What follows belongs to an exercise in optimizing a design on an open flow for small area; a production flow would make more cautious choices. In this exercise RTL edits were held to simulation tests only and were not proved equivalent to the original. Power is estimated from default activity; no workload was simulated.

## job 2400
Design Draw_Waveform, start of the top module:
module Draw_Waveform(
    input clk_sample,  
    input rst,         
    input waveform_sw,
    input freeze_sw,
    input advanced_sw,
    input [9:0] wave_sample,
    input [11:0] VGA_HORZ_COORD,
    input [11:0] VGA_VERT_COORD,
    input [2:0] colour_select,
    output reg [3:0] VGA_Red_waveform,
    output reg [3:0] VGA_Green_waveform,
    output reg [3:0] VGA_Blue_waveform
    );
Settings: LEC_CHECK=0, CAP_MARGIN=30, CORE_MARGIN=2, CORE_UTILIZATION=78, GPL_TIMING_DRIVEN=0, SETUP_SLACK_MARGIN=0.8, SLEW_MARGIN=30, SYNTH_HIERARCHICAL=1, SYNTH_MEMORY_MAX_BITS=100000; clock period 25.0 ns.
standard.sh (not shown) runs the stock make flow with config.mk's settings and CLKGATE_MAP_FILE= SYNTH_SCRIPT=/design/flow/synth_recipe.tcl, a recipe that flattens the netlist after the stock synthesis.
==> flow/flow/run.sh <==
#!/bin/bash
# Layout flow: the standard flow (standard.sh) with a leaner clock tree, faster port
# buffers and timing repair limited to sizing and buffering. Synthesis is the standard one,
# unchanged.
#  - clock tree: clkbuf_16 at the sinks (clusters of up to 30 flip-flops within 50 um),
#    clkbuf_8 in the tree, clkbuf_16 at the root, and no dummy loads;
#  - port buffers: buf_4 instead of the default delay-cell buffer;
#  - repair_timing without pin swapping or gate cloning, so that the layout's netlist keeps
#    the synthesized structure.
# Each step's full output goes to a log file of its own in the folder this runs in; ORFS also
# keeps its per-step logs under orfs/logs.
set -euo pipefail
export CTS_ARGS="-sink_clustering_enable -repair_clock_nets -sink_clustering_size 30 -sink_clustering_max_diameter 50 -buf_list sky130_fd_sc_hd__clkbuf_8 -sink_clustering_buffer sky130_fd_sc_hd__clkbuf_16 -root_buf sky130_fd_sc_hd__clkbuf_16 -dont_use_dummy_load"
export BUFFER_PORTS_ARGS="-buffer_cell sky130_fd_sc_hd__buf_4"
export SKIP_PIN_SWAP=1
export SKIP_GATE_CLONING=1
bash standard.sh synth > synth.log 2>&1
bash standard.sh place > place.log 2>&1
bash standard.sh cts > cts.log 2>&1
bash standard.sh finish > route_finish.log 2>&1
[job 2400] flow finished | final checks: failed | reasons: max-slew violations
diff inputs: job 2400 => job 1984
# job 2400
export LEC_CHECK = 0
export CAP_MARGIN = 30
export CORE_MARGIN = 2
export CORE_UTILIZATION = 78
export GPL_TIMING_DRIVEN = 0
export SETUP_SLACK_MARGIN = 0.8
export SLEW_MARGIN = 30
export SYNTH_HIERARCHICAL = 1
export SYNTH_MEMORY_MAX_BITS = 100000
create_clock -name core_clock -period 25.0 [get_ports {clk_sample}]
# job 1984
export LEC_CHECK = 0
export CAP_MARGIN = 30
export CORE_MARGIN = 2
export CORE_UTILIZATION = 65
export GPL_TIMING_DRIVEN = 0
export SETUP_SLACK_MARGIN = 0.8
export SLEW_MARGIN = 30
export SYNTH_HIERARCHICAL = 1
export SYNTH_MEMORY_MAX_BITS = 100000
create_clock -name core_clock -period 25.0 [get_ports {clk_sample}]
==> flow/flow/run.sh <==
#!/bin/bash
# Layout flow: the standard flow (standard.sh) with a leaner clock tree and faster port
# buffers. Synthesis is the standard one, unchanged.
#  - clock tree: clkbuf_16 at the sinks (clusters of up to 30 flip-flops within 50 um),
#    clkbuf_8 in the tree, clkbuf_16 at the root, and no dummy loads;
#  - port buffers: buf_4 instead of the default delay-cell buffer.
# Each step's full output goes to a log file of its own in the folder this runs in; ORFS also
# keeps its per-step logs under orfs/logs.
set -euo pipefail
export CTS_ARGS="-sink_clustering_enable -repair_clock_nets -sink_clustering_size 30 -sink_clustering_max_diameter 50 -buf_list sky130_fd_sc_hd__clkbuf_8 -sink_clustering_buffer sky130_fd_sc_hd__clkbuf_16 -root_buf sky130_fd_sc_hd__clkbuf_16 -dont_use_dummy_load"
export BUFFER_PORTS_ARGS="-buffer_cell sky130_fd_sc_hd__buf_4"
bash standard.sh synth > synth.log 2>&1
bash standard.sh place > place.log 2>&1
bash standard.sh cts > cts.log 2>&1
bash standard.sh finish > route_finish.log 2>&1
### Flow results
- Job 1984 went all the way through the flow, and no timing, DRC or antenna check failed.
- Compared with job 2400, job 1984 shows a lower register share of the cell area.
- Delta (job 1984 minus job 2400): largest stage delay on the critical path lower; area enclosed by the die boundary now sits higher; transition time of the tightest slew-check pin went down; core utilization shrank by 14 points.
- [diff] clock power, job 1984 relative to job 2400: regression
diff inputs: job 1984 => job 2093
# job 1984
export LEC_CHECK = 0
export CAP_MARGIN = 30
export CORE_MARGIN = 2
export CORE_UTILIZATION = 65
export GPL_TIMING_DRIVEN = 0
export SETUP_SLACK_MARGIN = 0.8
export SLEW_MARGIN = 30
export SYNTH_HIERARCHICAL = 1
export SYNTH_MEMORY_MAX_BITS = 100000
create_clock -name core_clock -period 25.0 [get_ports {clk_sample}]
# job 2093
export LEC_CHECK = 0
export CAP_MARGIN = 10
export CORE_MARGIN = 2
export CORE_UTILIZATION = 65
export GPL_TIMING_DRIVEN = 0
export SETUP_SLACK_MARGIN = 0.8
export SLEW_MARGIN = 10
export SYNTH_HIERARCHICAL = 1
export SYNTH_MEMORY_MAX_BITS = 100000
create_clock -name core_clock -period 25.0 [get_ports {clk_sample}]
## What came out
Although it ran to completion, job 2093 produced a layout that fails the final checks because of max-capacitance violations, max-slew violations.
Post-detailed-route wirelength per cell: job 2093 vs job 1984 — no meaningful difference
Between job 1984 and job 2093, the final-layout worst hold slack is lower for job 1984.
A master of the slowest instance on the critical path of sky130_fd_sc_hd__a222oi_1 is what job 2093 shows, while sky130_fd_sc_hd__nor4_2 belongs to job 1984.
Final critical-path required period: job 2093 > job 1984
Taking job 1984 as the reference, in job 2093 fraction of the mapped netlist area in compound gates neither gained nor lost much; depth of the critical timing path with buffers and inverters included +about 7%.
The following lists how job 7836 was set up differently from job 2093:
# job 2093
export LEC_CHECK = 0
export CAP_MARGIN = 10
export CORE_MARGIN = 2
export CORE_UTILIZATION = 65
export GPL_TIMING_DRIVEN = 0
export SETUP_SLACK_MARGIN = 0.8
export SLEW_MARGIN = 10
export SYNTH_HIERARCHICAL = 1
export SYNTH_MEMORY_MAX_BITS = 100000
create_clock -name core_clock -period 25.0 [get_ports {clk_sample}]
# job 7836
export LEC_CHECK = 0
export CAP_MARGIN = 30
export CORE_MARGIN = 2
export CORE_UTILIZATION = 65
export CTS_BUF_LIST = sky130_fd_sc_hd__clkbuf_16
export CTS_CLUSTER_DIAMETER = 45
export CTS_CLUSTER_SIZE = 30
export GPL_TIMING_DRIVEN = 0
export SETUP_SLACK_MARGIN = 0.8
export SLEW_MARGIN = 30
export SYNTH_HIERARCHICAL = 1
export SYNTH_MEMORY_MAX_BITS = 100000
create_clock -name core_clock -period 25.0 [get_ports {clk_sample}]
==> flow/run.sh (new file) <==
#!/bin/bash
# synth_recipe.tcl (not shown) runs the flow's synth.tcl, then flattens the netlist and writes it again
# the make line also repeats each setting of config.mk as NAME=value (left out here)
make -C /OpenROAD-flow-scripts/flow DESIGN_CONFIG=/design/flow/config.mk WORK_HOME=/design/flow/orfs CLKGATE_MAP_FILE= SYNTH_SCRIPT=/design/flow/synth_recipe.tcl finish
removed: flow/flow/run.sh
removed: flow/standard.sh
- Both conditions hold for job 7836: the flow ran to the end and the final layout passed the timing, DRC and antenna checks.
- Job 7836: via count of the first global-routing pass higher than job 2093
- VGA_HORZ_COORD[0] as the launch point of the critical path was reported by job 7836, and VGA_HORZ_COORD[1] by job 2093.
- [compare] base=job 2093 new=job 7836: non-clock buffering overhead in the final layout higher, antenna diode count went down by 24%, setup slack decreased 0.29 ns, count of max-cap constraint violations went down by 3.
- Re post-route fraction of the period consumed by the critical path: job 2093 was lower than job 7836.
- The number of buffers on the longest clock path reported for job 7836 is greater than that of job 2093 by 1.
- Higher cell depth of the worst setup path goes to job 2093 over job 7836.
- Looking at met2 usage, job 7836 sits 1.1 points higher than job 2093 does.

==> port drivers added, routing unchanged <==
The flow's constraints put no driver on any port. The routed layouts listed below were extracted and timed again, unchanged, in two steps. Step 1 sets driving cells, clkbuf_16 on the clock port and buf_2 on the other inputs (assumed; they add their load-dependent delay and slew). Step 2 times the ports against the registers' clock, not the clock port: input delays grow and output delays shrink by t, the midpoint of the rising clock arrivals with the driver on. Slacks: ideal / step 1 / step 2; pairs: ideal / step 1.
| run | t, ns | slack for setup (ns) | latest minus earliest clock arrival (ns) |
|---|---|---|---|
| job 2400 | 1.514 | 0.367 / 0.338 / 0.338 | 0.262 / 0.262 |
| job 1984 | 1.558 | 0.658 / 0.515 / 0.515 | 0.258 / 0.259 |
| job 2093 | 1.565 | 0.634 / 0.492 / 0.492 | 0.254 / 0.254 |
| job 7836 | 1.419 | 0.341 / 0.178 / 0.178 | 0.131 / 0.130 |
For job 7836, which loses most, drivers alone change the setup slack by -0.163 ns; drivers and shift together by -0.163 ns.
